From an optimization exercise on the open Yosys and OpenROAD flow, aimed at small area; shortcuts taken in it are not production practice.
Where RTL was checked, it was by simulation tests only, not by an equivalence proof against the original.
The RTL of run 1 was laid out without a check of its function.
No activity file was given, so power comes from the tool's default toggle rates.

==> flow/design.v (outline; a module is shown in full before it is edited, if it fits) <==
// module axis_fraction_divider: 4094 lines
module axis_fraction_divider (
    input  wire        aclk,
    input  wire        aclken,
    input  wire        aresetn,
    input  wire        s_axis_divisor_tvalid,
    input  wire [31:0] s_axis_divisor_tdata,
    input  wire [0:0]  s_axis_divisor_tuser,
    input  wire        s_axis_dividend_tvalid,
    input  wire [31:0] s_axis_dividend_tdata,
    input  wire [0:0]  s_axis_dividend_tuser,
    output wire        m_axis_dout_tvalid,
    output wire [47:0] m_axis_dout_tdata,
    output wire [0:0]  m_axis_dout_tuser
);
  // ...
==> flow/run.sh <==
#!/bin/bash
# synth_recipe.tcl (not shown) runs the flow's synth.tcl, then flattens the netlist and writes it again
# the make line also repeats each setting of config.mk as NAME=value (left out here)
make -C /OpenROAD-flow-scripts/flow DESIGN_CONFIG=/design/flow/config.mk WORK_HOME=/design/flow/orfs CLKGATE_MAP_FILE= SYNTH_SCRIPT=/design/flow/synth_recipe.tcl finish
==> flow/config.mk <==
export PLATFORM = sky130hd
export DESIGN_NAME = axis_fraction_divider
export DESIGN_NICKNAME = axis_fraction_divider
export VERILOG_FILES = /design/flow/design.v
export SDC_FILE = /design/flow/constraint.sdc
export NUM_CORES = 4
export LEC_CHECK = 0
export ABC_AREA = 1
export CAP_MARGIN = 20
export CORE_MARGIN = 2
export CORE_UTILIZATION = 70
export CTS_BUF_LIST = sky130_fd_sc_hd__clkbuf_16
export CTS_CLUSTER_DIAMETER = 80
export CTS_CLUSTER_SIZE = 25
export GPL_TIMING_DRIVEN = 0
export PLACE_DENSITY = 0.85
export SLEW_MARGIN = 20
==> flow/constraint.sdc <==
create_clock -name core_clock -period 7.5 [get_ports {aclk}]
set_input_delay 1.5000 -clock core_clock [delete_from_list [all_inputs] [get_ports {aclk}]]
set_output_delay 1.5000 -clock core_clock [all_outputs]
set_load 0.01 [all_outputs]
==> results.cfg, run 1 <==
[global_routing]
grt-busiest-layer = met2
grt_pass1_vias = 83330
grt_max_degree = 169

[drt]
drt-total-wl_um = 293200
via_count = 94070
drc = 0

[placed_design]
placed_cells = 14740
port_buffers = 117
pre_cts_slack_ps = -2013

[finish]
multi_input_area_um2 = 52520

[critical_path]
rr_worst_depth = 44

[sta]
setup_viol = 144
final.period_utilization_pct = 116.3
setup_ws_ps = -1224

[pwr]
p_sw_w = 0.02905
power_leader = combinational logic

[status]
violatedChecks = setup timing
status = complete, but fails checks

[logic_synthesis]
synth-compound-area-share_pct = 7.063
synth_edf_count = 1105
synth_cells = 12960

[die]
rows = 131

[min_path]
hold_path_class = reg2reg

[clocking]
tritoncts = built
htree_levels = 3
==> inputs of run 2 (changes only) <==
--- a/flow/design.v
+++ b/flow/design.v
@@ -91,36 +91,18 @@
 wire c5_p5 = (t5[2] | e5[2]) & c5_p0;
 wire c5_g6 = (t5[4] & e5[4]) | ((t5[4] | e5[4]) & c5_g3);
 wire c5_p6 = (t5[4] | e5[4]) & c5_p3;
 wire [5:0] ci5 = {c5_g6, c5_g3, c5_g5, c5_g0, (t5[0] | e5[0]), 1'b1};
 wire g5 = c5_g4 & &d_in[31:6];
 wire [5:0] u5 = {6{g5}} & (e5 ^ ci5);
 wire [5:0] r5 = t5[5:0] ^ u5[5:0];
 wire [5:0] q5 = {q4, g5};
-reg [5:0] R_r5;
-reg [31:0] R_d5;
-reg [5:0] R_q5;
-reg R_v5;
-reg [25:0] R_a5;
-always @(posedge aclk) begin
-    if (~aresetn) R_v5 <= 1'b0;
-    else if (aclken) R_v5 <= v_in;
-end
-always @(posedge aclk) begin
-    if (aclken) begin
-        R_r5 <= r5;
-        R_d5 <= d_in;
-        R_q5 <= q5;
-        R_a5 <= a_in[25:0];
-    end
-end
-wire [31:0] A5 = {6'b0, R_a5};
-wire [6:0] t6 = {R_r5, A5[25]};
-wire [6:0] e6 = R_d5[6:0];
+wire [6:0] t6 = {r5, a_in[25]};
+wire [6:0] e6 = d_in[6:0];
 wire c6_g0 = (t6[1] & e6[1]) | ((t6[1] | e6[1]) & (t6[0] | e6[0]));
 wire c6_p0 = (t6[1] | e6[1]) & 1'b0;
 wire c6_g1 = (t6[3] & e6[3]) | ((t6[3] | e6[3]) & (t6[2] & e6[2]));
 wire c6_p1 = (t6[3] | e6[3]) & (t6[2] | e6[2]);
 wire c6_g2 = (t6[5] & e6[5]) | ((t6[5] | e6[5]) & (t6[4] & e6[4]));
 wire c6_p2 = (t6[5] | e6[5]) & (t6[4] | e6[4]);
 wire c6_g3 = c6_g1 | (c6_p1 & c6_g0);
 wire c6_p3 = c6_p1 & c6_p0;
@@ -128,22 +110,40 @@
 wire c6_p4 = c6_p2 & c6_p3;
 wire c6_g5 = (t6[2] & e6[2]) | ((t6[2] | e6[2]) & c6_g0);
 wire c6_p5 = (t6[2] | e6[2]) & c6_p0;
 wire c6_g6 = (t6[4] & e6[4]) | ((t6[4] | e6[4]) & c6_g3);
 wire c6_p6 = (t6[4] | e6[4]) & c6_p3;
 wire c6_g7 = (t6[6] & e6[6]) | ((t6[6] | e6[6]) & c6_g4);
 wire c6_p7 = (t6[6] | e6[6]) & c6_p4;
 wire [6:0] ci6 = {c6_g4, c6_g6, c6_g3, c6_g5, c6_g0, (t6[0] | e6[0]), 1'b1};
-wire g6 = c6_g7 & &R_d5[31:7];
+wire g6 = c6_g7 & &d_in[31:7];
 wire [6:0] u6 = {7{g6}} & (e6 ^ ci6);
 wire [6:0] r6 = t6[6:0] ^ u6[6:0];
-wire [6:0] q6 = {R_q5, g6};
-wire [7:0] t7 = {r6, A5[24]};
-wire [7:0] e7 = R_d5[7:0];
+wire [6:0] q6 = {q5, g6};
+reg [6:0] R_r6;
+reg [31:0] R_d6;
+reg [6:0] R_q6;
+reg R_v6;
+reg [24:0] R_a6;
+always @(posedge aclk) begin
+    if (~aresetn) R_v6 <= 1'b0;
+    else if (aclken) R_v6 <= v_in;
+end
+always @(posedge aclk) begin
+    if (aclken) begin
+        R_r6 <= r6;
+        R_d6 <= d_in;
+        R_q6 <= q6;
+        R_a6 <= a_in[24:0];
+    end
+end
+wire [31:0] A6 = {7'b0, R_a6};
+wire [7:0] t7 = {R_r6, A6[24]};
+wire [7:0] e7 = R_d6[7:0];
 wire c7_g0 = (t7[1] & e7[1]) | ((t7[1] | e7[1]) & (t7[0] | e7[0]));
 wire c7_p0 = (t7[1] | e7[1]) & 1'b0;
 wire c7_g1 = (t7[3] & e7[3]) | ((t7[3] | e7[3]) & (t7[2] & e7[2]));
 wire c7_p1 = (t7[3] | e7[3]) & (t7[2] | e7[2]);
 wire c7_g2 = (t7[5] & e7[5]) | ((t7[5] | e7[5]) & (t7[4] & e7[4]));
 wire c7_p2 = (t7[5] | e7[5]) & (t7[4] | e7[4]);
 wire c7_g3 = (t7[7] & e7[7]) | ((t7[7] | e7[7]) & (t7[6] & e7[6]));
 wire c7_p3 = (t7[7] | e7[7]) & (t7[6] | e7[6]);
@@ -157,22 +157,22 @@
 wire c7_p7 = c7_p2 & c7_p4;
 wire c7_g8 = (t7[2] & e7[2]) | ((t7[2] | e7[2]) & c7_g0);
 wire c7_p8 = (t7[2] | e7[2]) & c7_p0;
 wire c7_g9 = (t7[4] & e7[4]) | ((t7[4] | e7[4]) & c7_g4);
 wire c7_p9 = (t7[4] | e7[4]) & c7_p4;
 wire c7_g10 = (t7[6] & e7[6]) | ((t7[6] | e7[6]) & c7_g7);
 wire c7_p10 = (t7[6] | e7[6]) & c7_p7;
 wire [7:0] ci7 = {c7_g10, c7_g7, c7_g9, c7_g4, c7_g8, c7_g0, (t7[0] | e7[0]), 1'b1};
-wire g7 = c7_g6 & &R_d5[31:8];
+wire g7 = c7_g6 & &R_d6[31:8];
 wire [7:0] u7 = {8{g7}} & (e7 ^ ci7);
 wire [7:0] r7 = t7[7:0] ^ u7[7:0];
-wire [7:0] q7 = {q6, g7};
-wire [8:0] t8 = {r7, A5[23]};
-wire [8:0] e8 = R_d5[8:0];
+wire [7:0] q7 = {R_q6, g7};
+wire [8:0] t8 = {r7, A6[23]};
+wire [8:0] e8 = R_d6[8:0];
 wire c8_g0 = (t8[1] & e8[1]) | ((t8[1] | e8[1]) & (t8[0] | e8[0]));
 wire c8_p0 = (t8[1] | e8[1]) & 1'b0;
 wire c8_g1 = (t8[3] & e8[3]) | ((t8[3] | e8[3]) & (t8[2] & e8[2]));
 wire c8_p1 = (t8[3] | e8[3]) & (t8[2] | e8[2]);
 wire c8_g2 = (t8[5] & e8[5]) | ((t8[5] | e8[5]) & (t8[4] & e8[4]));
 wire c8_p2 = (t8[5] | e8[5]) & (t8[4] | e8[4]);
 wire c8_g3 = (t8[7] & e8[7]) | ((t8[7] | e8[7]) & (t8[6] & e8[6]));
 wire c8_p3 = (t8[7] | e8[7]) & (t8[6] | e8[6]);
@@ -188,22 +188,22 @@
 wire c8_p8 = (t8[2] | e8[2]) & c8_p0;
 wire c8_g9 = (t8[4] & e8[4]) | ((t8[4] | e8[4]) & c8_g4);
 wire c8_p9 = (t8[4] | e8[4]) & c8_p4;
 wire c8_g10 = (t8[6] & e8[6]) | ((t8[6] | e8[6]) & c8_g7);
 wire c8_p10 = (t8[6] | e8[6]) & c8_p7;
 wire c8_g11 = (t8[8] & e8[8]) | ((t8[8] | e8[8]) & c8_g6);
 wire c8_p11 = (t8[8] | e8[8]) & c8_p6;
 wire [8:0] ci8 = {c8_g6, c8_g10, c8_g7, c8_g9, c8_g4, c8_g8, c8_g0, (t8[0] | e8[0]), 1'b1};
-wire g8 = c8_g11 & &R_d5[31:9];
+wire g8 = c8_g11 & &R_d6[31:9];
 wire [8:0] u8 = {9{g8}} & (e8 ^ ci8);
 wire [8:0] r8 = t8[8:0] ^ u8[8:0];
 wire [8:0] q8 = {q7, g8};
-wire [9:0] t9 = {r8, A5[22]};
-wire [9:0] e9 = R_d5[9:0];
+wire [9:0] t9 = {r8, A6[22]};
+wire [9:0] e9 = R_d6[9:0];
 wire c9_g0 = (t9[1] & e9[1]) | ((t9[1] | e9[1]) & (t9[0] | e9[0]));
 wire c9_p0 = (t9[1] | e9[1]) & 1'b0;
 wire c9_g1 = (t9[3] & e9[3]) | ((t9[3] | e9[3]) & (t9[2] & e9[2]));
 wire c9_p1 = (t9[3] | e9[3]) & (t9[2] | e9[2]);
 wire c9_g2 = (t9[5] & e9[5]) | ((t9[5] | e9[5]) & (t9[4] & e9[4]));
 wire c9_p2 = (t9[5] | e9[5]) & (t9[4] | e9[4]);
 wire c9_g3 = (t9[7] & e9[7]) | ((t9[7] | e9[7]) & (t9[6] & e9[6]));
 wire c9_p3 = (t9[7] | e9[7]) & (t9[6] | e9[6]);
@@ -223,22 +223,22 @@
 wire c9_p10 = (t9[2] | e9[2]) & c9_p0;
 wire c9_g11 = (t9[4] & e9[4]) | ((t9[4] | e9[4]) & c9_g5);
 wire c9_p11 = (t9[4] | e9[4]) & c9_p5;
 wire c9_g12 = (t9[6] & e9[6]) | ((t9[6] | e9[6]) & c9_g8);
 wire c9_p12 = (t9[6] | e9[6]) & c9_p8;
 wire c9_g13 = (t9[8] & e9[8]) | ((t9[8] | e9[8]) & c9_g7);
 wire c9_p13 = (t9[8] | e9[8]) & c9_p7;
 wire [9:0] ci9 = {c9_g13, c9_g7, c9_g12, c9_g8, c9_g11, c9_g5, c9_g10, c9_g0, (t9[0] | e9[0]), 1'b1};
-wire g9 = c9_g9 & &R_d5[31:10];
+wire g9 = c9_g9 & &R_d6[31:10];
 wire [9:0] u9 = {10{g9}} & (e9 ^ ci9);
 wire [9:0] r9 = t9[9:0] ^ u9[9:0];
 wire [9:0] q9 = {q8, g9};
-wire [10:0] t10 = {r9, A5[21]};
-wire [10:0] e10 = R_d5[10:0];
+wire [10:0] t10 = {r9, A6[21]};
+wire [10:0] e10 = R_d6[10:0];
 wire c10_g0 = (t10[1] & e10[1]) | ((t10[1] | e10[1]) & (t10[0] | e10[0]));
 wire c10_p0 = (t10[1] | e10[1]) & 1'b0;
 wire c10_g1 = (t10[3] & e10[3]) | ((t10[3] | e10[3]) & (t10[2] & e10[2]));
 wire c10_p1 = (t10[3] | e10[3]) & (t10[2] | e10[2]);
 wire c10_g2 = (t10[5] & e10[5]) | ((t10[5] | e10[5]) & (t10[4] & e10[4]));
 wire c10_p2 = (t10[5] | e10[5]) & (t10[4] | e10[4]);
 wire c10_g3 = (t10[7] & e10[7]) | ((t10[7] | e10[7]) & (t10[6] & e10[6]));
 wire c10_p3 = (t10[7] | e10[7]) & (t10[6] | e10[6]);
@@ -260,22 +260,40 @@
 wire c10_p11 = (t10[4] | e10[4]) & c10_p5;
 wire c10_g12 = (t10[6] & e10[6]) | ((t10[6] | e10[6]) & c10_g8);
 wire c10_p12 = (t10[6] | e10[6]) & c10_p8;
 wire c10_g13 = (t10[8] & e10[8]) | ((t10[8] | e10[8]) & c10_g7);
 wire c10_p13 = (t10[8] | e10[8]) & c10_p7;
 wire c10_g14 = (t10[10] & e10[10]) | ((t10[10] | e10[10]) & c10_g9);
 wire c10_p14 = (t10[10] | e10[10]) & c10_p9;
 wire [10:0] ci10 = {c10_g9, c10_g13, c10_g7, c10_g12, c10_g8, c10_g11, c10_g5, c10_g10, c10_g0, (t10[0] | e10[0]), 1'b1};
-wire g10 = c10_g14 & &R_d5[31:11];
+wire g10 = c10_g14 & &R_d6[31:11];
 wire [10:0] u10 = {11{g10}} & (e10 ^ ci10);
 wire [10:0] r10 = t10[10:0] ^ u10[10:0];
 wire [10:0] q10 = {q9, g10};
-wire [11:0] t11 = {r10, A5[20]};
-wire [11:0] e11 = R_d5[11:0];
+reg [10:0] R_r10;
+reg [31:0] R_d10;
+reg [10:0] R_q10;
+reg R_v10;
+reg [20:0] R_a10;
+always @(posedge aclk) begin
+    if (~aresetn) R_v10 <= 1'b0;
+    else if (aclken) R_v10 <= R_v6;
+end
+always @(posedge aclk) begin
+    if (aclken) begin
+        R_r10 <= r10;
+        R_d10 <= R_d6;
+        R_q10 <= q10;
+        R_a10 <= A6[20:0];
+    end
+end
+wire [31:0] A10 = {11'b0, R_a10};
+wire [11:0] t11 = {R_r10, A10[20]};
+wire [11:0] e11 = R_d10[11:0];
 wire c11_g0 = (t11[1] & e11[1]) | ((t11[1] | e11[1]) & (t11[0] | e11[0]));
 wire c11_p0 = (t11[1] | e11[1]) & 1'b0;
 wire c11_g1 = (t11[3] & e11[3]) | ((t11[3] | e11[3]) & (t11[2] & e11[2]));
 wire c11_p1 = (t11[3] | e11[3]) & (t11[2] | e11[2]);
 wire c11_g2 = (t11[5] & e11[5]) | ((t11[5] | e11[5]) & (t11[4] & e11[4]));
 wire c11_p2 = (t11[5] | e11[5]) & (t11[4] | e11[4]);
 wire c11_g3 = (t11[7] & e11[7]) | ((t11[7] | e11[7]) & (t11[6] & e11[6]));
 wire c11_p3 = (t11[7] | e11[7]) & (t11[6] | e11[6]);
@@ -303,40 +321,22 @@
 wire c11_p14 = (t11[4] | e11[4]) & c11_p6;
 wire c11_g15 = (t11[6] & e11[6]) | ((t11[6] | e11[6]) & c11_g11);
 wire c11_p15 = (t11[6] | e11[6]) & c11_p11;
 wire c11_g16 = (t11[8] & e11[8]) | ((t11[8] | e11[8]) & c11_g9);
 wire c11_p16 = (t11[8] | e11[8]) & c11_p9;
 wire c11_g17 = (t11[10] & e11[10]) | ((t11[10] | e11[10]) & c11_g12);
 wire c11_p17 = (t11[10] | e11[10]) & c11_p12;
 wire [11:0] ci11 = {c11_g17, c11_g12, c11_g16, c11_g9, c11_g15, c11_g11, c11_g14, c11_g6, c11_g13, c11_g0, (t11[0] | e11[0]), 1'b1};
-wire g11 = c11_g10 & &R_d5[31:12];
+wire g11 = c11_g10 & &R_d10[31:12];
 wire [11:0] u11 = {12{g11}} & (e11 ^ ci11);
 wire [11:0] r11 = t11[11:0] ^ u11[11:0];
-wire [11:0] q11 = {q10, g11};
-reg [11:0] R_r11;
-reg [31:0] R_d11;
-reg [11:0] R_q11;
-reg R_v11;
-reg [19:0] R_a11;
-always @(posedge aclk) begin
-    if (~aresetn) R_v11 <= 1'b0;
-    else if (aclken) R_v11 <= R_v5;
-end
-always @(posedge aclk) begin
-    if (aclken) begin
-        R_r11 <= r11;
-        R_d11 <= R_d5;
-        R_q11 <= q11;
-        R_a11 <= A5[19:0];
-    end
-end
-wire [31:0] A11 = {12'b0, R_a11};
-wire [12:0] t12 = {R_r11, A11[19]};
-wire [12:0] e12 = R_d11[12:0];
+wire [11:0] q11 = {R_q10, g11};
+wire [12:0] t12 = {r11, A10[19]};
+wire [12:0] e12 = R_d10[12:0];
 wire c12_g0 = (t12[1] & e12[1]) | ((t12[1] | e12[1]) & (t12[0] | e12[0]));
 wire c12_p0 = (t12[1] | e12[1]) & 1'b0;
 wire c12_g1 = (t12[3] & e12[3]) | ((t12[3] | e12[3]) & (t12[2] & e12[2]));
 wire c12_p1 = (t12[3] | e12[3]) & (t12[2] | e12[2]);
 wire c12_g2 = (t12[5] & e12[5]) | ((t12[5] | e12[5]) & (t12[4] & e12[4]));
 wire c12_p2 = (t12[5] | e12[5]) & (t12[4] | e12[4]);
 wire c12_g3 = (t12[7] & e12[7]) | ((t12[7] | e12[7]) & (t12[6] & e12[6]));
 wire c12_p3 = (t12[7] | e12[7]) & (t12[6] | e12[6]);
@@ -366,22 +366,22 @@
 wire c12_p15 = (t12[6] | e12[6]) & c12_p11;
 wire c12_g16 = (t12[8] & e12[8]) | ((t12[8] | e12[8]) & c12_g9);
 wire c12_p16 = (t12[8] | e12[8]) & c12_p9;
 wire c12_g17 = (t12[10] & e12[10]) | ((t12[10] | e12[10]) & c12_g12);
 wire c12_p17 = (t12[10] | e12[10]) & c12_p12;
 wire c12_g18 = (t12[12] & e12[12]) | ((t12[12] | e12[12]) & c12_g10);
 wire c12_p18 = (t12[12] | e12[12]) & c12_p10;
 wire [12:0] ci12 = {c12_g10, c12_g17, c12_g12, c12_g16, c12_g9, c12_g15, c12_g11, c12_g14, c12_g6, c12_g13, c12_g0, (t12[0] | e12[0]), 1'b1};
-wire g12 = c12_g18 & &R_d11[31:13];
+wire g12 = c12_g18 & &R_d10[31:13];
 wire [12:0] u12 = {13{g12}} & (e12 ^ ci12);
 wire [12:0] r12 = t12[12:0] ^ u12[12:0];
-wire [12:0] q12 = {R_q11, g12};
-wire [13:0] t13 = {r12, A11[18]};
-wire [13:0] e13 = R_d11[13:0];
+wire [12:0] q12 = {q11, g12};
+wire [13:0] t13 = {r12, A10[18]};
+wire [13:0] e13 = R_d10[13:0];
 wire c13_g0 = (t13[1] & e13[1]) | ((t13[1] | e13[1]) & (t13[0] | e13[0]));
 wire c13_p0 = (t13[1] | e13[1]) & 1'b0;
 wire c13_g1 = (t13[3] & e13[3]) | ((t13[3] | e13[3]) & (t13[2] & e13[2]));
 wire c13_p1 = (t13[3] | e13[3]) & (t13[2] | e13[2]);
 wire c13_g2 = (t13[5] & e13[5]) | ((t13[5] | e13[5]) & (t13[4] & e13[4]));
 wire c13_p2 = (t13[5] | e13[5]) & (t13[4] | e13[4]);
 wire c13_g3 = (t13[7] & e13[7]) | ((t13[7] | e13[7]) & (t13[6] & e13[6]));
 wire c13_p3 = (t13[7] | e13[7]) & (t13[6] | e13[6]);
@@ -415,22 +415,22 @@
 wire c13_p17 = (t13[6] | e13[6]) & c13_p12;
 wire c13_g18 = (t13[8] & e13[8]) | ((t13[8] | e13[8]) & c13_g10);
 wire c13_p18 = (t13[8] | e13[8]) & c13_p10;
 wire c13_g19 = (t13[10] & e13[10]) | ((t13[10] | e13[10]) & c13_g13);
 wire c13_p19 = (t13[10] | e13[10]) & c13_p13;
 wire c13_g20 = (t13[12] & e13[12]) | ((t13[12] | e13[12]) & c13_g11);
 wire c13_p20 = (t13[12] | e13[12]) & c13_p11;
 wire [13:0] ci13 = {c13_g20, c13_g11, c13_g19, c13_g13, c13_g18, c13_g10, c13_g17, c13_g12, c13_g16, c13_g7, c13_g15, c13_g0, (t13[0] | e13[0]), 1'b1};
-wire g13 = c13_g14 & &R_d11[31:14];
+wire g13 = c13_g14 & &R_d10[31:14];
 wire [13:0] u13 = {14{g13}} & (e13 ^ ci13);
 wire [13:0] r13 = t13[13:0] ^ u13[13:0];
 wire [13:0] q13 = {q12, g13};
-wire [14:0] t14 = {r13, A11[17]};
-wire [14:0] e14 = R_d11[14:0];
+wire [14:0] t14 = {r13, A10[17]};
+wire [14:0] e14 = R_d10[14:0];
 wire c14_g0 = (t14[1] & e14[1]) | ((t14[1] | e14[1]) & (t14[0] | e14[0]));
 wire c14_p0 = (t14[1] | e14[1]) & 1'b0;
 wire c14_g1 = (t14[3] & e14[3]) | ((t14[3] | e14[3]) & (t14[2] & e14[2]));
 wire c14_p1 = (t14[3] | e14[3]) & (t14[2] | e14[2]);
 wire c14_g2 = (t14[5] & e14[5]) | ((t14[5] | e14[5]) & (t14[4] & e14[4]));
 wire c14_p2 = (t14[5] | e14[5]) & (t14[4] | e14[4]);
 wire c14_g3 = (t14[7] & e14[7]) | ((t14[7] | e14[7]) & (t14[6] & e14[6]));
 wire c14_p3 = (t14[7] | e14[7]) & (t14[6] | e14[6]);
@@ -466,22 +466,40 @@
 wire c14_p18 = (t14[8] | e14[8]) & c14_p10;
 wire c14_g19 = (t14[10] & e14[10]) | ((t14[10] | e14[10]) & c14_g13);
 wire c14_p19 = (t14[10] | e14[10]) & c14_p13;
 wire c14_g20 = (t14[12] & e14[12]) | ((t14[12] | e14[12]) & c14_g11);
 wire c14_p20 = (t14[12] | e14[12]) & c14_p11;
 wire c14_g21 = (t14[14] & e14[14]) | ((t14[14] | e14[14]) & c14_g14);
 wire c14_p21 = (t14[14] | e14[14]) & c14_p14;
 wire [14:0] ci14 = {c14_g14, c14_g20, c14_g11, c14_g19, c14_g13, c14_g18, c14_g10, c14_g17, c14_g12, c14_g16, c14_g7, c14_g15, c14_g0, (t14[0] | e14[0]), 1'b1};
-wire g14 = c14_g21 & &R_d11[31:15];
+wire g14 = c14_g21 & &R_d10[31:15];
 wire [14:0] u14 = {15{g14}} & (e14 ^ ci14);
 wire [14:0] r14 = t14[14:0] ^ u14[14:0];
 wire [14:0] q14 = {q13, g14};
-wire [15:0] t15 = {r14, A11[16]};
-wire [15:0] e15 = R_d11[15:0];
+reg [14:0] R_r14;
+reg [31:0] R_d14;
+reg [14:0] R_q14;
+reg R_v14;
+reg [16:0] R_a14;
+always @(posedge aclk) begin
+    if (~aresetn) R_v14 <= 1'b0;
+    else if (aclken) R_v14 <= R_v10;
+end
+always @(posedge aclk) begin
+    if (aclken) begin
+        R_r14 <= r14;
+        R_d14 <= R_d10;
+        R_q14 <= q14;
+        R_a14 <= A10[16:0];
+    end
+end
+wire [31:0] A14 = {15'b0, R_a14};
+wire [15:0] t15 = {R_r14, A14[16]};
+wire [15:0] e15 = R_d14[15:0];
 wire c15_g0 = (t15[1] & e15[1]) | ((t15[1] | e15[1]) & (t15[0] | e15[0]));
 wire c15_p0 = (t15[1] | e15[1]) & 1'b0;
 wire c15_g1 = (t15[3] & e15[3]) | ((t15[3] | e15[3]) & (t15[2] & e15[2]));
 wire c15_p1 = (t15[3] | e15[3]) & (t15[2] | e15[2]);
 wire c15_g2 = (t15[5] & e15[5]) | ((t15[5] | e15[5]) & (t15[4] & e15[4]));
 wire c15_p2 = (t15[5] | e15[5]) & (t15[4] | e15[4]);
 wire c15_g3 = (t15[7] & e15[7]) | ((t15[7] | e15[7]) & (t15[6] & e15[6]));
 wire c15_p3 = (t15[7] | e15[7]) & (t15[6] | e15[6]);
@@ -525,40 +543,22 @@
 wire c15_p22 = (t15[8] | e15[8]) & c15_p12;
 wire c15_g23 = (t15[10] & e15[10]) | ((t15[10] | e15[10]) & c15_g17);
 wire c15_p23 = (t15[10] | e15[10]) & c15_p17;
 wire c15_g24 = (t15[12] & e15[12]) | ((t15[12] | e15[12]) & c15_g15);
 wire c15_p24 = (t15[12] | e15[12]) & c15_p15;
 wire c15_g25 = (t15[14] & e15[14]) | ((t15[14] | e15[14]) & c15_g18);
 wire c15_p25 = (t15[14] | e15[14]) & c15_p18;
 wire [15:0] ci15 = {c15_g25, c15_g18, c15_g24, c15_g15, c15_g23, c15_g17, c15_g22, c15_g12, c15_g21, c15_g16, c15_g20, c15_g8, c15_g19, c15_g0, (t15[0] | e15[0]), 1'b1};
-wire g15 = c15_g14 & &R_d11[31:16];
+wire g15 = c15_g14 & &R_d14[31:16];
 wire [15:0] u15 = {16{g15}} & (e15 ^ ci15);
 wire [15:0] r15 = t15[15:0] ^ u15[15:0];
-wire [15:0] q15 = {q14, g15};
-reg [15:0] R_r15;
-reg [31:0] R_d15;
-reg [15:0] R_q15;
-reg R_v15;
-reg [15:0] R_a15;
-always @(posedge aclk) begin
-    if (~aresetn) R_v15 <= 1'b0;
-    else if (aclken) R_v15 <= R_v11;
-end
-always @(posedge aclk) begin
-    if (aclken) begin
-        R_r15 <= r15;
-        R_d15 <= R_d11;
-        R_q15 <= q15;
-        R_a15 <= A11[15:0];
-    end
-end
-wire [31:0] A15 = {16'b0, R_a15};
-wire [16:0] t16 = {R_r15, A15[15]};
-wire [16:0] e16 = R_d15[16:0];
+wire [15:0] q15 = {R_q14, g15};
+wire [16:0] t16 = {r15, A14[15]};
+wire [16:0] e16 = R_d14[16:0];
 wire c16_g0 = (t16[1] & e16[1]) | ((t16[1] | e16[1]) & (t16[0] | e16[0]));
 wire c16_p0 = (t16[1] | e16[1]) & 1'b0;
 wire c16_g1 = (t16[3] & e16[3]) | ((t16[3] | e16[3]) & (t16[2] & e16[2]));
 wire c16_p1 = (t16[3] | e16[3]) & (t16[2] | e16[2]);
 wire c16_g2 = (t16[5] & e16[5]) | ((t16[5] | e16[5]) & (t16[4] & e16[4]));
 wire c16_p2 = (t16[5] | e16[5]) & (t16[4] | e16[4]);
 wire c16_g3 = (t16[7] & e16[7]) | ((t16[7] | e16[7]) & (t16[6] & e16[6]));
 wire c16_p3 = (t16[7] | e16[7]) & (t16[6] | e16[6]);
@@ -604,22 +604,22 @@
 wire c16_p23 = (t16[10] | e16[10]) & c16_p17;
 wire c16_g24 = (t16[12] & e16[12]) | ((t16[12] | e16[12]) & c16_g15);
 wire c16_p24 = (t16[12] | e16[12]) & c16_p15;
 wire c16_g25 = (t16[14] & e16[14]) | ((t16[14] | e16[14]) & c16_g18);
 wire c16_p25 = (t16[14] | e16[14]) & c16_p18;
 wire c16_g26 = (t16[16] & e16[16]) | ((t16[16] | e16[16]) & c16_g14);
 wire c16_p26 = (t16[16] | e16[16]) & c16_p14;
 wire [16:0] ci16 = {c16_g14, c16_g25, c16_g18, c16_g24, c16_g15, c16_g23, c16_g17, c16_g22, c16_g12, c16_g21, c16_g16, c16_g20, c16_g8, c16_g19, c16_g0, (t16[0] | e16[0]), 1'b1};
-wire g16 = c16_g26 & &R_d15[31:17];
+wire g16 = c16_g26 & &R_d14[31:17];
 wire [16:0] u16 = {17{g16}} & (e16 ^ ci16);
 wire [16:0] r16 = t16[16:0] ^ u16[16:0];
-wire [16:0] q16 = {R_q15, g16};
-wire [17:0] t17 = {r16, A15[14]};
-wire [17:0] e17 = R_d15[17:0];
+wire [16:0] q16 = {q15, g16};
+wire [17:0] t17 = {r16, A14[14]};
+wire [17:0] e17 = R_d14[17:0];
 wire c17_g0 = (t17[1] & e17[1]) | ((t17[1] | e17[1]) & (t17[0] | e17[0]));
 wire c17_p0 = (t17[1] | e17[1]) & 1'b0;
 wire c17_g1 = (t17[3] & e17[3]) | ((t17[3] | e17[3]) & (t17[2] & e17[2]));
 wire c17_p1 = (t17[3] | e17[3]) & (t17[2] | e17[2]);
 wire c17_g2 = (t17[5] & e17[5]) | ((t17[5] | e17[5]) & (t17[4] & e17[4]));
 wire c17_p2 = (t17[5] | e17[5]) & (t17[4] | e17[4]);
 wire c17_g3 = (t17[7] & e17[7]) | ((t17[7] | e17[7]) & (t17[6] & e17[6]));
 wire c17_p3 = (t17[7] | e17[7]) & (t17[6] | e17[6]);
@@ -669,22 +669,22 @@
 wire c17_p25 = (t17[10] | e17[10]) & c17_p18;
 wire c17_g26 = (t17[12] & e17[12]) | ((t17[12] | e17[12]) & c17_g16);
 wire c17_p26 = (t17[12] | e17[12]) & c17_p16;
 wire c17_g27 = (t17[14] & e17[14]) | ((t17[14] | e17[14]) & c17_g19);
 wire c17_p27 = (t17[14] | e17[14]) & c17_p19;
 wire c17_g28 = (t17[16] & e17[16]) | ((t17[16] | e17[16]) & c17_g15);
 wire c17_p28 = (t17[16] | e17[16]) & c17_p15;
 wire [17:0] ci17 = {c17_g28, c17_g15, c17_g27, c17_g19, c17_g26, c17_g16, c17_g25, c17_g18, c17_g24, c17_g13, c17_g23, c17_g17, c17_g22, c17_g9, c17_g21, c17_g0, (t17[0] | e17[0]), 1'b1};
-wire g17 = c17_g20 & &R_d15[31:18];
+wire g17 = c17_g20 & &R_d14[31:18];
 wire [17:0] u17 = {18{g17}} & (e17 ^ ci17);
 wire [17:0] r17 = t17[17:0] ^ u17[17:0];
 wire [17:0] q17 = {q16, g17};
-wire [18:0] t18 = {r17, A15[13]};
-wire [18:0] e18 = R_d15[18:0];
+wire [18:0] t18 = {r17, A14[13]};
+wire [18:0] e18 = R_d14[18:0];
 wire c18_g0 = (t18[1] & e18[1]) | ((t18[1] | e18[1]) & (t18[0] | e18[0]));
 wire c18_p0 = (t18[1] | e18[1]) & 1'b0;
 wire c18_g1 = (t18[3] & e18[3]) | ((t18[3] | e18[3]) & (t18[2] & e18[2]));
 wire c18_p1 = (t18[3] | e18[3]) & (t18[2] | e18[2]);
 wire c18_g2 = (t18[5] & e18[5]) | ((t18[5] | e18[5]) & (t18[4] & e18[4]));
 wire c18_p2 = (t18[5] | e18[5]) & (t18[4] | e18[4]);
 wire c18_g3 = (t18[7] & e18[7]) | ((t18[7] | e18[7]) & (t18[6] & e18[6]));
 wire c18_p3 = (t18[7] | e18[7]) & (t18[6] | e18[6]);
@@ -736,22 +736,40 @@
 wire c18_p26 = (t18[12] | e18[12]) & c18_p16;
 wire c18_g27 = (t18[14] & e18[14]) | ((t18[14] | e18[14]) & c18_g19);
 wire c18_p27 = (t18[14] | e18[14]) & c18_p19;
 wire c18_g28 = (t18[16] & e18[16]) | ((t18[16] | e18[16]) & c18_g15);
 wire c18_p28 = (t18[16] | e18[16]) & c18_p15;
 wire c18_g29 = (t18[18] & e18[18]) | ((t18[18] | e18[18]) & c18_g20);
 wire c18_p29 = (t18[18] | e18[18]) & c18_p20;
 wire [18:0] ci18 = {c18_g20, c18_g28, c18_g15, c18_g27, c18_g19, c18_g26, c18_g16, c18_g25, c18_g18, c18_g24, c18_g13, c18_g23, c18_g17, c18_g22, c18_g9, c18_g21, c18_g0, (t18[0] | e18[0]), 1'b1};
-wire g18 = c18_g29 & &R_d15[31:19];
+wire g18 = c18_g29 & &R_d14[31:19];
 wire [18:0] u18 = {19{g18}} & (e18 ^ ci18);
 wire [18:0] r18 = t18[18:0] ^ u18[18:0];
 wire [18:0] q18 = {q17, g18};
-wire [19:0] t19 = {r18, A15[12]};
-wire [19:0] e19 = R_d15[19:0];
+reg [18:0] R_r18;
+reg [31:0] R_d18;
+reg [18:0] R_q18;
+reg R_v18;
+reg [12:0] R_a18;
+always @(posedge aclk) begin
+    if (~aresetn) R_v18 <= 1'b0;
+    else if (aclken) R_v18 <= R_v14;
+end
+always @(posedge aclk) begin
+    if (aclken) begin
+        R_r18 <= r18;
+        R_d18 <= R_d14;
+        R_q18 <= q18;
+        R_a18 <= A14[12:0];
+    end
+end
+wire [31:0] A18 = {19'b0, R_a18};
+wire [19:0] t19 = {R_r18, A18[12]};
+wire [19:0] e19 = R_d18[19:0];
 wire c19_g0 = (t19[1] & e19[1]) | ((t19[1] | e19[1]) & (t19[0] | e19[0]));
 wire c19_p0 = (t19[1] | e19[1]) & 1'b0;
 wire c19_g1 = (t19[3] & e19[3]) | ((t19[3] | e19[3]) & (t19[2] & e19[2]));
 wire c19_p1 = (t19[3] | e19[3]) & (t19[2] | e19[2]);
 wire c19_g2 = (t19[5] & e19[5]) | ((t19[5] | e19[5]) & (t19[4] & e19[4]));
 wire c19_p2 = (t19[5] | e19[5]) & (t19[4] | e19[4]);
 wire c19_g3 = (t19[7] & e19[7]) | ((t19[7] | e19[7]) & (t19[6] & e19[6]));
 wire c19_p3 = (t19[7] | e19[7]) & (t19[6] | e19[6]);
@@ -809,40 +827,22 @@
 wire c19_p29 = (t19[12] | e19[12]) & c19_p18;
 wire c19_g30 = (t19[14] & e19[14]) | ((t19[14] | e19[14]) & c19_g22);
 wire c19_p30 = (t19[14] | e19[14]) & c19_p22;
 wire c19_g31 = (t19[16] & e19[16]) | ((t19[16] | e19[16]) & c19_g17);
 wire c19_p31 = (t19[16] | e19[16]) & c19_p17;
 wire c19_g32 = (t19[18] & e19[18]) | ((t19[18] | e19[18]) & c19_g23);
 wire c19_p32 = (t19[18] | e19[18]) & c19_p23;
 wire [19:0] ci19 = {c19_g32, c19_g23, c19_g31, c19_g17, c19_g30, c19_g22, c19_g29, c19_g18, c19_g28, c19_g21, c19_g27, c19_g15, c19_g26, c19_g20, c19_g25, c19_g10, c19_g24, c19_g0, (t19[0] | e19[0]), 1'b1};
-wire g19 = c19_g19 & &R_d15[31:20];
+wire g19 = c19_g19 & &R_d18[31:20];
 wire [19:0] u19 = {20{g19}} & (e19 ^ ci19);
 wire [19:0] r19 = t19[19:0] ^ u19[19:0];
-wire [19:0] q19 = {q18, g19};
-reg [19:0] R_r19;
-reg [31:0] R_d19;
-reg [19:0] R_q19;
-reg R_v19;
-reg [11:0] R_a19;
-always @(posedge aclk) begin
-    if (~aresetn) R_v19 <= 1'b0;
-    else if (aclken) R_v19 <= R_v15;
-end
-always @(posedge aclk) begin
-    if (aclken) begin
-        R_r19 <= r19;
-        R_d19 <= R_d15;
-        R_q19 <= q19;
-        R_a19 <= A15[11:0];
-    end
-end
-wire [31:0] A19 = {20'b0, R_a19};
-wire [20:0] t20 = {R_r19, A19[11]};
-wire [20:0] e20 = R_d19[20:0];
+wire [19:0] q19 = {R_q18, g19};
+wire [20:0] t20 = {r19, A18[11]};
+wire [20:0] e20 = R_d18[20:0];
 wire c20_g0 = (t20[1] & e20[1]) | ((t20[1] | e20[1]) & (t20[0] | e20[0]));
 wire c20_p0 = (t20[1] | e20[1]) & 1'b0;
 wire c20_g1 = (t20[3] & e20[3]) | ((t20[3] | e20[3]) & (t20[2] & e20[2]));
 wire c20_p1 = (t20[3] | e20[3]) & (t20[2] | e20[2]);
 wire c20_g2 = (t20[5] & e20[5]) | ((t20[5] | e20[5]) & (t20[4] & e20[4]));
 wire c20_p2 = (t20[5] | e20[5]) & (t20[4] | e20[4]);
 wire c20_g3 = (t20[7] & e20[7]) | ((t20[7] | e20[7]) & (t20[6] & e20[6]));
 wire c20_p3 = (t20[7] | e20[7]) & (t20[6] | e20[6]);
@@ -902,22 +902,22 @@
 wire c20_p30 = (t20[14] | e20[14]) & c20_p22;
 wire c20_g31 = (t20[16] & e20[16]) | ((t20[16] | e20[16]) & c20_g17);
 wire c20_p31 = (t20[16] | e20[16]) & c20_p17;
 wire c20_g32 = (t20[18] & e20[18]) | ((t20[18] | e20[18]) & c20_g23);
 wire c20_p32 = (t20[18] | e20[18]) & c20_p23;
 wire c20_g33 = (t20[20] & e20[20]) | ((t20[20] | e20[20]) & c20_g19);
 wire c20_p33 = (t20[20] | e20[20]) & c20_p19;
 wire [20:0] ci20 = {c20_g19, c20_g32, c20_g23, c20_g31, c20_g17, c20_g30, c20_g22, c20_g29, c20_g18, c20_g28, c20_g21, c20_g27, c20_g15, c20_g26, c20_g20, c20_g25, c20_g10, c20_g24, c20_g0, (t20[0] | e20[0]), 1'b1};
-wire g20 = c20_g33 & &R_d19[31:21];
+wire g20 = c20_g33 & &R_d18[31:21];
 wire [20:0] u20 = {21{g20}} & (e20 ^ ci20);
 wire [20:0] r20 = t20[20:0] ^ u20[20:0];
-wire [20:0] q20 = {R_q19, g20};
-wire [21:0] t21 = {r20, A19[10]};
-wire [21:0] e21 = R_d19[21:0];
+wire [20:0] q20 = {q19, g20};
+wire [21:0] t21 = {r20, A18[10]};
+wire [21:0] e21 = R_d18[21:0];
 wire c21_g0 = (t21[1] & e21[1]) | ((t21[1] | e21[1]) & (t21[0] | e21[0]));
 wire c21_p0 = (t21[1] | e21[1]) & 1'b0;
 wire c21_g1 = (t21[3] & e21[3]) | ((t21[3] | e21[3]) & (t21[2] & e21[2]));
 wire c21_p1 = (t21[3] | e21[3]) & (t21[2] | e21[2]);
 wire c21_g2 = (t21[5] & e21[5]) | ((t21[5] | e21[5]) & (t21[4] & e21[4]));
 wire c21_p2 = (t21[5] | e21[5]) & (t21[4] | e21[4]);
 wire c21_g3 = (t21[7] & e21[7]) | ((t21[7] | e21[7]) & (t21[6] & e21[6]));
 wire c21_p3 = (t21[7] | e21[7]) & (t21[6] | e21[6]);
@@ -981,22 +981,40 @@
 wire c21_p32 = (t21[14] | e21[14]) & c21_p23;
 wire c21_g33 = (t21[16] & e21[16]) | ((t21[16] | e21[16]) & c21_g18);
 wire c21_p33 = (t21[16] | e21[16]) & c21_p18;
 wire c21_g34 = (t21[18] & e21[18]) | ((t21[18] | e21[18]) & c21_g24);
 wire c21_p34 = (t21[18] | e21[18]) & c21_p24;
 wire c21_g35 = (t21[20] & e21[20]) | ((t21[20] | e21[20]) & c21_g20);
 wire c21_p35 = (t21[20] | e21[20]) & c21_p20;
 wire [21:0] ci21 = {c21_g35, c21_g20, c21_g34, c21_g24, c21_g33, c21_g18, c21_g32, c21_g23, c21_g31, c21_g19, c21_g30, c21_g22, c21_g29, c21_g16, c21_g28, c21_g21, c21_g27, c21_g11, c21_g26, c21_g0, (t21[0] | e21[0]), 1'b1};
-wire g21 = c21_g25 & &R_d19[31:22];
+wire g21 = c21_g25 & &R_d18[31:22];
 wire [21:0] u21 = {22{g21}} & (e21 ^ ci21);
 wire [21:0] r21 = t21[21:0] ^ u21[21:0];
 wire [21:0] q21 = {q20, g21};
-wire [22:0] t22 = {r21, A19[9]};
-wire [22:0] e22 = R_d19[22:0];
+reg [21:0] R_r21;
+reg [31:0] R_d21;
+reg [21:0] R_q21;
+reg R_v21;
+reg [9:0] R_a21;
+always @(posedge aclk) begin
+    if (~aresetn) R_v21 <= 1'b0;
+    else if (aclken) R_v21 <= R_v18;
+end
+always @(posedge aclk) begin
+    if (aclken) begin
+        R_r21 <= r21;
+        R_d21 <= R_d18;
+        R_q21 <= q21;
+        R_a21 <= A18[9:0];
+    end
+end
+wire [31:0] A21 = {22'b0, R_a21};
+wire [22:0] t22 = {R_r21, A21[9]};
+wire [22:0] e22 = R_d21[22:0];
 wire c22_g0 = (t22[1] & e22[1]) | ((t22[1] | e22[1]) & (t22[0] | e22[0]));
 wire c22_p0 = (t22[1] | e22[1]) & 1'b0;
 wire c22_g1 = (t22[3] & e22[3]) | ((t22[3] | e22[3]) & (t22[2] & e22[2]));
 wire c22_p1 = (t22[3] | e22[3]) & (t22[2] | e22[2]);
 wire c22_g2 = (t22[5] & e22[5]) | ((t22[5] | e22[5]) & (t22[4] & e22[4]));
 wire c22_p2 = (t22[5] | e22[5]) & (t22[4] | e22[4]);
 wire c22_g3 = (t22[7] & e22[7]) | ((t22[7] | e22[7]) & (t22[6] & e22[6]));
 wire c22_p3 = (t22[7] | e22[7]) & (t22[6] | e22[6]);
@@ -1062,22 +1080,22 @@
 wire c22_p33 = (t22[16] | e22[16]) & c22_p18;
 wire c22_g34 = (t22[18] & e22[18]) | ((t22[18] | e22[18]) & c22_g24);
 wire c22_p34 = (t22[18] | e22[18]) & c22_p24;
 wire c22_g35 = (t22[20] & e22[20]) | ((t22[20] | e22[20]) & c22_g20);
 wire c22_p35 = (t22[20] | e22[20]) & c22_p20;
 wire c22_g36 = (t22[22] & e22[22]) | ((t22[22] | e22[22]) & c22_g25);
 wire c22_p36 = (t22[22] | e22[22]) & c22_p25;
 wire [22:0] ci22 = {c22_g25, c22_g35, c22_g20, c22_g34, c22_g24, c22_g33, c22_g18, c22_g32, c22_g23, c22_g31, c22_g19, c22_g30, c22_g22, c22_g29, c22_g16, c22_g28, c22_g21, c22_g27, c22_g11, c22_g26, c22_g0, (t22[0] | e22[0]), 1'b1};
-wire g22 = c22_g36 & &R_d19[31:23];
+wire g22 = c22_g36 & &R_d21[31:23];
 wire [22:0] u22 = {23{g22}} & (e22 ^ ci22);
 wire [22:0] r22 = t22[22:0] ^ u22[22:0];
-wire [22:0] q22 = {q21, g22};
-wire [23:0] t23 = {r22, A19[8]};
-wire [23:0] e23 = R_d19[23:0];
+wire [22:0] q22 = {R_q21, g22};
+wire [23:0] t23 = {r22, A21[8]};
+wire [23:0] e23 = R_d21[23:0];
 wire c23_g0 = (t23[1] & e23[1]) | ((t23[1] | e23[1]) & (t23[0] | e23[0]));
 wire c23_p0 = (t23[1] | e23[1]) & 1'b0;
 wire c23_g1 = (t23[3] & e23[3]) | ((t23[3] | e23[3]) & (t23[2] & e23[2]));
 wire c23_p1 = (t23[3] | e23[3]) & (t23[2] | e23[2]);
 wire c23_g2 = (t23[5] & e23[5]) | ((t23[5] | e23[5]) & (t23[4] & e23[4]));
 wire c23_p2 = (t23[5] | e23[5]) & (t23[4] | e23[4]);
 wire c23_g3 = (t23[7] & e23[7]) | ((t23[7] | e23[7]) & (t23[6] & e23[6]));
 wire c23_p3 = (t23[7] | e23[7]) & (t23[6] | e23[6]);
@@ -1151,40 +1169,22 @@
 wire c23_p37 = (t23[16] | e23[16]) & c23_p21;
 wire c23_g38 = (t23[18] & e23[18]) | ((t23[18] | e23[18]) & c23_g28);
 wire c23_p38 = (t23[18] | e23[18]) & c23_p28;
 wire c23_g39 = (t23[20] & e23[20]) | ((t23[20] | e23[20]) & c23_g24);
 wire c23_p39 = (t23[20] | e23[20]) & c23_p24;
 wire c23_g40 = (t23[22] & e23[22]) | ((t23[22] | e23[22]) & c23_g29);
 wire c23_p40 = (t23[22] | e23[22]) & c23_p29;
 wire [23:0] ci23 = {c23_g40, c23_g29, c23_g39, c23_g24, c23_g38, c23_g28, c23_g37, c23_g21, c23_g36, c23_g27, c23_g35, c23_g23, c23_g34, c23_g26, c23_g33, c23_g18, c23_g32, c23_g25, c23_g31, c23_g12, c23_g30, c23_g0, (t23[0] | e23[0]), 1'b1};
-wire g23 = c23_g22 & &R_d19[31:24];
+wire g23 = c23_g22 & &R_d21[31:24];
 wire [23:0] u23 = {24{g23}} & (e23 ^ ci23);
 wire [23:0] r23 = t23[23:0] ^ u23[23:0];
 wire [23:0] q23 = {q22, g23};
-reg [23:0] R_r23;
-reg [31:0] R_d23;
-reg [23:0] R_q23;
-reg R_v23;
-reg [7:0] R_a23;
-always @(posedge aclk) begin
-    if (~aresetn) R_v23 <= 1'b0;
-    else if (aclken) R_v23 <= R_v19;
-end
-always @(posedge aclk) begin
-    if (aclken) begin
-        R_r23 <= r23;
-        R_d23 <= R_d19;
-        R_q23 <= q23;
-        R_a23 <= A19[7:0];
-    end
-end
-wire [31:0] A23 = {24'b0, R_a23};
-wire [24:0] t24 = {R_r23, A23[7]};
-wire [24:0] e24 = R_d23[24:0];
+wire [24:0] t24 = {r23, A21[7]};
+wire [24:0] e24 = R_d21[24:0];
 wire c24_g0 = (t24[1] & e24[1]) | ((t24[1] | e24[1]) & (t24[0] | e24[0]));
 wire c24_p0 = (t24[1] | e24[1]) & 1'b0;
 wire c24_g1 = (t24[3] & e24[3]) | ((t24[3] | e24[3]) & (t24[2] & e24[2]));
 wire c24_p1 = (t24[3] | e24[3]) & (t24[2] | e24[2]);
 wire c24_g2 = (t24[5] & e24[5]) | ((t24[5] | e24[5]) & (t24[4] & e24[4]));
 wire c24_p2 = (t24[5] | e24[5]) & (t24[4] | e24[4]);
 wire c24_g3 = (t24[7] & e24[7]) | ((t24[7] | e24[7]) & (t24[6] & e24[6]));
 wire c24_p3 = (t24[7] | e24[7]) & (t24[6] | e24[6]);
@@ -1260,22 +1260,40 @@
 wire c24_p38 = (t24[18] | e24[18]) & c24_p28;
 wire c24_g39 = (t24[20] & e24[20]) | ((t24[20] | e24[20]) & c24_g24);
 wire c24_p39 = (t24[20] | e24[20]) & c24_p24;
 wire c24_g40 = (t24[22] & e24[22]) | ((t24[22] | e24[22]) & c24_g29);
 wire c24_p40 = (t24[22] | e24[22]) & c24_p29;
 wire c24_g41 = (t24[24] & e24[24]) | ((t24[24] | e24[24]) & c24_g22);
 wire c24_p41 = (t24[24] | e24[24]) & c24_p22;
 wire [24:0] ci24 = {c24_g22, c24_g40, c24_g29, c24_g39, c24_g24, c24_g38, c24_g28, c24_g37, c24_g21, c24_g36, c24_g27, c24_g35, c24_g23, c24_g34, c24_g26, c24_g33, c24_g18, c24_g32, c24_g25, c24_g31, c24_g12, c24_g30, c24_g0, (t24[0] | e24[0]), 1'b1};
-wire g24 = c24_g41 & &R_d23[31:25];
+wire g24 = c24_g41 & &R_d21[31:25];
 wire [24:0] u24 = {25{g24}} & (e24 ^ ci24);
 wire [24:0] r24 = t24[24:0] ^ u24[24:0];
-wire [24:0] q24 = {R_q23, g24};
-wire [25:0] t25 = {r24, A23[6]};
-wire [25:0] e25 = R_d23[25:0];
+wire [24:0] q24 = {q23, g24};
+reg [24:0] R_r24;
+reg [31:0] R_d24;
+reg [24:0] R_q24;
+reg R_v24;
+reg [6:0] R_a24;
+always @(posedge aclk) begin
+    if (~aresetn) R_v24 <= 1'b0;
+    else if (aclken) R_v24 <= R_v21;
+end
+always @(posedge aclk) begin
+    if (aclken) begin
+        R_r24 <= r24;
+        R_d24 <= R_d21;
+        R_q24 <= q24;
+        R_a24 <= A21[6:0];
+    end
+end
+wire [31:0] A24 = {25'b0, R_a24};
+wire [25:0] t25 = {R_r24, A24[6]};
+wire [25:0] e25 = R_d24[25:0];
 wire c25_g0 = (t25[1] & e25[1]) | ((t25[1] | e25[1]) & (t25[0] | e25[0]));
 wire c25_p0 = (t25[1] | e25[1]) & 1'b0;
 wire c25_g1 = (t25[3] & e25[3]) | ((t25[3] | e25[3]) & (t25[2] & e25[2]));
 wire c25_p1 = (t25[3] | e25[3]) & (t25[2] | e25[2]);
 wire c25_g2 = (t25[5] & e25[5]) | ((t25[5] | e25[5]) & (t25[4] & e25[4]));
 wire c25_p2 = (t25[5] | e25[5]) & (t25[4] | e25[4]);
 wire c25_g3 = (t25[7] & e25[7]) | ((t25[7] | e25[7]) & (t25[6] & e25[6]));
 wire c25_p3 = (t25[7] | e25[7]) & (t25[6] | e25[6]);
@@ -1355,22 +1373,22 @@
 wire c25_p40 = (t25[18] | e25[18]) & c25_p29;
 wire c25_g41 = (t25[20] & e25[20]) | ((t25[20] | e25[20]) & c25_g25);
 wire c25_p41 = (t25[20] | e25[20]) & c25_p25;
 wire c25_g42 = (t25[22] & e25[22]) | ((t25[22] | e25[22]) & c25_g30);
 wire c25_p42 = (t25[22] | e25[22]) & c25_p30;
 wire c25_g43 = (t25[24] & e25[24]) | ((t25[24] | e25[24]) & c25_g23);
 wire c25_p43 = (t25[24] | e25[24]) & c25_p23;
 wire [25:0] ci25 = {c25_g43, c25_g23, c25_g42, c25_g30, c25_g41, c25_g25, c25_g40, c25_g29, c25_g39, c25_g22, c25_g38, c25_g28, c25_g37, c25_g24, c25_g36, c25_g27, c25_g35, c25_g19, c25_g34, c25_g26, c25_g33, c25_g13, c25_g32, c25_g0, (t25[0] | e25[0]), 1'b1};
-wire g25 = c25_g31 & &R_d23[31:26];
+wire g25 = c25_g31 & &R_d24[31:26];
 wire [25:0] u25 = {26{g25}} & (e25 ^ ci25);
 wire [25:0] r25 = t25[25:0] ^ u25[25:0];
-wire [25:0] q25 = {q24, g25};
-wire [26:0] t26 = {r25, A23[5]};
-wire [26:0] e26 = R_d23[26:0];
+wire [25:0] q25 = {R_q24, g25};
+wire [26:0] t26 = {r25, A24[5]};
+wire [26:0] e26 = R_d24[26:0];
 wire c26_g0 = (t26[1] & e26[1]) | ((t26[1] | e26[1]) & (t26[0] | e26[0]));
 wire c26_p0 = (t26[1] | e26[1]) & 1'b0;
 wire c26_g1 = (t26[3] & e26[3]) | ((t26[3] | e26[3]) & (t26[2] & e26[2]));
 wire c26_p1 = (t26[3] | e26[3]) & (t26[2] | e26[2]);
 wire c26_g2 = (t26[5] & e26[5]) | ((t26[5] | e26[5]) & (t26[4] & e26[4]));
 wire c26_p2 = (t26[5] | e26[5]) & (t26[4] | e26[4]);
 wire c26_g3 = (t26[7] & e26[7]) | ((t26[7] | e26[7]) & (t26[6] & e26[6]));
 wire c26_p3 = (t26[7] | e26[7]) & (t26[6] | e26[6]);
@@ -1452,22 +1470,22 @@
 wire c26_p41 = (t26[20] | e26[20]) & c26_p25;
 wire c26_g42 = (t26[22] & e26[22]) | ((t26[22] | e26[22]) & c26_g30);
 wire c26_p42 = (t26[22] | e26[22]) & c26_p30;
 wire c26_g43 = (t26[24] & e26[24]) | ((t26[24] | e26[24]) & c26_g23);
 wire c26_p43 = (t26[24] | e26[24]) & c26_p23;
 wire c26_g44 = (t26[26] & e26[26]) | ((t26[26] | e26[26]) & c26_g31);
 wire c26_p44 = (t26[26] | e26[26]) & c26_p31;
 wire [26:0] ci26 = {c26_g31, c26_g43, c26_g23, c26_g42, c26_g30, c26_g41, c26_g25, c26_g40, c26_g29, c26_g39, c26_g22, c26_g38, c26_g28, c26_g37, c26_g24, c26_g36, c26_g27, c26_g35, c26_g19, c26_g34, c26_g26, c26_g33, c26_g13, c26_g32, c26_g0, (t26[0] | e26[0]), 1'b1};
-wire g26 = c26_g44 & &R_d23[31:27];
+wire g26 = c26_g44 & &R_d24[31:27];
 wire [26:0] u26 = {27{g26}} & (e26 ^ ci26);
 wire [26:0] r26 = t26[26:0] ^ u26[26:0];
 wire [26:0] q26 = {q25, g26};
-wire [27:0] t27 = {r26, A23[4]};
-wire [27:0] e27 = R_d23[27:0];
+wire [27:0] t27 = {r26, A24[4]};
+wire [27:0] e27 = R_d24[27:0];
 wire c27_g0 = (t27[1] & e27[1]) | ((t27[1] | e27[1]) & (t27[0] | e27[0]));
 wire c27_p0 = (t27[1] | e27[1]) & 1'b0;
 wire c27_g1 = (t27[3] & e27[3]) | ((t27[3] | e27[3]) & (t27[2] & e27[2]));
 wire c27_p1 = (t27[3] | e27[3]) & (t27[2] | e27[2]);
 wire c27_g2 = (t27[5] & e27[5]) | ((t27[5] | e27[5]) & (t27[4] & e27[4]));
 wire c27_p2 = (t27[5] | e27[5]) & (t27[4] | e27[4]);
 wire c27_g3 = (t27[7] & e27[7]) | ((t27[7] | e27[7]) & (t27[6] & e27[6]));
 wire c27_p3 = (t27[7] | e27[7]) & (t27[6] | e27[6]);
@@ -1555,35 +1573,35 @@
 wire c27_p44 = (t27[20] | e27[20]) & c27_p27;
 wire c27_g45 = (t27[22] & e27[22]) | ((t27[22] | e27[22]) & c27_g33);
 wire c27_p45 = (t27[22] | e27[22]) & c27_p33;
 wire c27_g46 = (t27[24] & e27[24]) | ((t27[24] | e27[24]) & c27_g25);
 wire c27_p46 = (t27[24] | e27[24]) & c27_p25;
 wire c27_g47 = (t27[26] & e27[26]) | ((t27[26] | e27[26]) & c27_g34);
 wire c27_p47 = (t27[26] | e27[26]) & c27_p34;
 wire [27:0] ci27 = {c27_g47, c27_g34, c27_g46, c27_g25, c27_g45, c27_g33, c27_g44, c27_g27, c27_g43, c27_g32, c27_g42, c27_g24, c27_g41, c27_g31, c27_g40, c27_g26, c27_g39, c27_g30, c27_g38, c27_g21, c27_g37, c27_g29, c27_g36, c27_g14, c27_g35, c27_g0, (t27[0] | e27[0]), 1'b1};
-wire g27 = c27_g28 & &R_d23[31:28];
+wire g27 = c27_g28 & &R_d24[31:28];
 wire [27:0] u27 = {28{g27}} & (e27 ^ ci27);
 wire [27:0] r27 = t27[27:0] ^ u27[27:0];
 wire [27:0] q27 = {q26, g27};
 reg [27:0] R_r27;
 reg [31:0] R_d27;
 reg [27:0] R_q27;
 reg R_v27;
 reg [3:0] R_a27;
 always @(posedge aclk) begin
     if (~aresetn) R_v27 <= 1'b0;
-    else if (aclken) R_v27 <= R_v23;
+    else if (aclken) R_v27 <= R_v24;
 end
 always @(posedge aclk) begin
     if (aclken) begin
         R_r27 <= r27;
-        R_d27 <= R_d23;
+        R_d27 <= R_d24;
         R_q27 <= q27;
-        R_a27 <= A23[3:0];
+        R_a27 <= A24[3:0];
     end
 end
 wire [31:0] A27 = {28'b0, R_a27};
 wire [28:0] t28 = {R_r27, A27[3]};
 wire [28:0] e28 = R_d27[28:0];
 wire c28_g0 = (t28[1] & e28[1]) | ((t28[1] | e28[1]) & (t28[0] | e28[0]));
 wire c28_p0 = (t28[1] | e28[1]) & 1'b0;
 wire c28_g1 = (t28[3] & e28[3]) | ((t28[3] | e28[3]) & (t28[2] & e28[2]));
==> run 2 against run 1 <==
Against the previous run: now clean on timing, DRC and antenna; global-route usage increased by 1.2 points; design area shrank 3.3%; total power decreased by 14%; first-iteration DRC count down 17%; clock skew fell by 18 ps; utilization down 6.5 points; worst hold slack about the same; wire length shrank 5.1%; sequential share of layout area increased by 3.6 points; critical endpoint is now R_r27[20]$_DFFE_PP_; largest power group unchanged.
==> results.cfg, run 2 <==
[status]
status = timing/DRC/antenna clean

[global_routing]
grt.overflow.total = 0
grt_pass1_vias = 86980
grt_max_degree = 175
grt_pass1_wl_um = 433400
grt_usage_pct = 39.19
antenna_found_initial = 8

[clocking]
root_buffer = clkbuf_16
cts_buffer_depth = 3
htree_levels = 3
clock_latency_ps = 770
tritoncts = built
cts_buffers = 76
clock_sinks = 1203
clkTransAtPathRegs_ps = 100

[die]
core_area_um2 = 133800
io-pin-count = 121
chipHeight_um = 371.8
die-area_um2 = 138200
start_util_pct = 70.76
rows = 134
die_w_um = 371.8

[drt]
drt-total-wl_um = 278200
vias_per_cell = 5.952
via_count = 93530
drtIter0Drc = 10350
drc = 0
dr.pass1.iters = 10
wl_per_cell_um = 17.70
ant_nets = 0

[finish]
postLayoutCellArea_um2 = 101500
utilization_pct = 75.84
reg.largest.list = R_q45: 46 flops, R_q42: 43 flops, R_q39: 40 flops
drive_gt1_share_pct = 5.973
instances_no_fill = 15720
largest_reg_flops = 46
regMostFlops = R_q45
layout_common_cells = nand2_1 (4,956), inv_1 (1,662), nand3_1 (1,487)
layout.cells.most_common = nand2_1
nets = 13980
seq_area_um2 = 35990
area_delta_synth_final_pct = 7.183
n_fill_cell = 10020
multi_input_area_um2 = 50600

[pwr]
p_per_area_nw_per_um2 = 462.6
clock_power_share_pct = 10.1
irDropWorstVdd_mv = 0.4604
p_sw_w = 0.02505
p_int_w = 0.02189
power_frac_seq_pct = 22.3
switching_share_pct = 53.36
power.leakage_nw = 50.24
combPwrFrac_pct = 67.6

[sta]
drv_slew = 0
fin_worst_skew_ps = 37.66
fmax_ghz = 0.1394
min_period_ps = 7174
final.period_utilization_pct = 95.66
tightest_slew_ps = 1052
setup_ws_ps = 325.7
hold_viol_final = 0
setup_viol = 0
timing.hold.ws_ps = 408.2
relSlewSlack_pct = 29.25

[placed_design]
placed_cell_area_um2 = 98320
globalplace.congestion = 1.007
port_buffers = 117
dp_hpwl_um = 215400
placed_cells = 15580
pre_cts_slack_ps = -813.0

[logic_synthesis]
synth_nets = 13760
synth_area_leader_cell = edfxtp_1
synthFlopType = edfxtp_1
yosysMostFrequentCell = nand2_1
yosysTopAreaCellShare_pct = 37.75
yosys_warnings = 1
netlist_top_cells_count = nand2_1 (4,968), inv_1 (1,661), nand3_1 (1,489)
synth_edf_count = 1190
synthArstFlopShare_pct = 0
synth_area_leaders = edfxtp_1 (38%), nand2_1 (20%), nand3_1 (7.9%), xor2_1 (6.8%), inv_1 (6.6%)
ys_ff_latch = 1203
synth_cells = 13680
yosysSeqAreaShare_pct = 38.02
syn_area_um2 = 94670
synthDistinctLibCells = 82
syn_avg_cell_area_um2 = 6.920

[min_path]
min_path_cells = 0
worst_hold_path.endpoint = R_q39[4]$_DFFE_PP_
hold_path_class = reg2reg
min_from = R_q36[1]$_DFFE_PP_

[critical_path]
worstPathArrival_ps = 7690
rr_endpoint = R_r27[20]$_DFFE_PP_
endpoint_kind = flip-flop
worstPathMaxFanout = 10
r2r_start = R_d24[2]$_DFFE_PP_
slowest_stage = edfxtp_1
reg2reg_slack_ps = 330
critPathKind = reg2reg
critical_path.max_stage_delay_ps = 630
cpMostUsedCell = nand2_4
required_ps = 8010
start_kind = flip-flop
rr_worst_depth = 40

[run]
max_cap_violations = 0
-- run 2: cell count changes after synthesis, sizes merged, moves of 20 or more --
cell	previous run	this run
nand2	4689	5120
or2	99	65
edfxtp	1105	1190
xnor2	99	76
nand3	1397	1538
nor2	1151	1260
nand4	317	379
xor2	830	744
a21oi	344	321
inv	1551	1710
and2	41	67
o21ai	573	489
clkbuf	132	112
-- run 2: worst max-delay path by stage --
stage,from,to,slack [ps],cells past startpoint
2_1_floorplan,R_d45[1]$_DFFE_PP_,m_axis_dout_tdata[0],1360,36
3_3_place_gp,aclken,R_v6$_SDFFE_PN0P_,-34440,4
3_5_place_dp,R_d45[1]$_DFFE_PP_,m_axis_dout_tdata[0],-810,39
4_1_cts,R_d45[0]$_DFFE_PP_,m_axis_dout_tdata[0],-60,39
5_1_grt,R_d33[16]$_DFFE_PP_,R_r36[29]$_DFFE_PP_,-40,43
6_report,R_d24[2]$_DFFE_PP_,R_r27[20]$_DFFE_PP_,330,40
-- run 2: metal layers --
layer  GRT usage [%]  part of all wire [%]  up-vias
li1                -                     -    44720
met1           44.77                    36    42740
met2           66.51                    47     4817
met3           6.376                   8.5     1251
met4           28.61                   8.2        8
met5               0                 0.019        -
-- run 2: critical path: cells and delay by family (launching register included) --
family | cells | cell delay (ps)
flops | 1 | 630
buf+inv | 5 | 1180
compound gates | 5 | 1140
simple gates | 27 | 3000
xor+xnor | 3 | 960
-- run 2: repair_timing --
item	CTS	global route
hold endpoints to repair	0	0
buffers inserted	7	8
setup endpoints to repair	8	173
resized for setup	30	69
gates cloned	0	0
pin swaps	5	13
hold buffers	0	0
-- run 2: power by group through the flow --
stage | sequential, W | clock [W] | combinational, W
global placement | 0.0111 | 0 | 0.0287
global route | 0.0106 | 0.00497 | 0.0352
floorplan | 0.0102 | 0 | 0.0232
detailed placement | 0.0106 | 0 | 0.0300
CTS | 0.0104 | 0.00475 | 0.0304
finish | 0.0105 | 0.00475 | 0.0317
-- run 2: cell families (layout without fill, tap and decap cells) --
family          count (synthesis)  after routing  synth area share, %
flops                        1203           1203                38.02
buf+inv                      2039           2305                8.876
other cells                     0              1                    0
xor+xnor                      820            820                7.642
fa+ha+maj                       8              8               0.1004
compound gates               1015           1015                6.206
simple gates                 8595           8595                39.16
-- run 2: layout make-up --
class	instances	share of cell area, %
multi-input combinational	10440	49.87
sequential	1203	35.47
clock inverter	49	0.7522
inverter	1740	6.448
clock buffer	76	1.874
timing repair buffer	142	1.498
tap	1768	2.180
buffer	298	1.903
antenna	1	0.002466
-- run 2: per-stage QoR --
stage / total power (W) / TNS (ps)
after global routing: 0.05079 / -145.1
after CTS: 0.04559 / -60.70
after detailed placement: 0.04062 / -4322
final: 0.04694 / 0
after global placement: 0.03975 / -
after floorplan: 0.03336 / 0

[static timing again, ports no longer ideal]
No port has a modelled driver above. Below, the same layouts with a new extraction and two added sets of constraints. Step 1 assumes that a clkbuf_16 drives the clock port and a buf_2 every other input. Step 2, shift: input delay + t, output delay - t, t = (earliest + latest rising clock arrival at the registers) / 2. This alone moves slack from input paths to output paths. Slacks: ideal / step 1 / step 2; pairs: ideal / step 1.
run	shift t [ns]	setup WS [ns]	worst register clock-pin slew, ns
run 1	0.835	-1.224 / -1.224 / -1.224	0.12 / 0.12
run 2	0.839	0.326 / 0.283 / -0.333	0.10 / 0.10
Met with ideal ports but missed after step 2: setup timing in run 2. For run 2, which loses most, drivers alone change the setup slack by -0.043 ns; drivers and shift together by -0.659 ns.
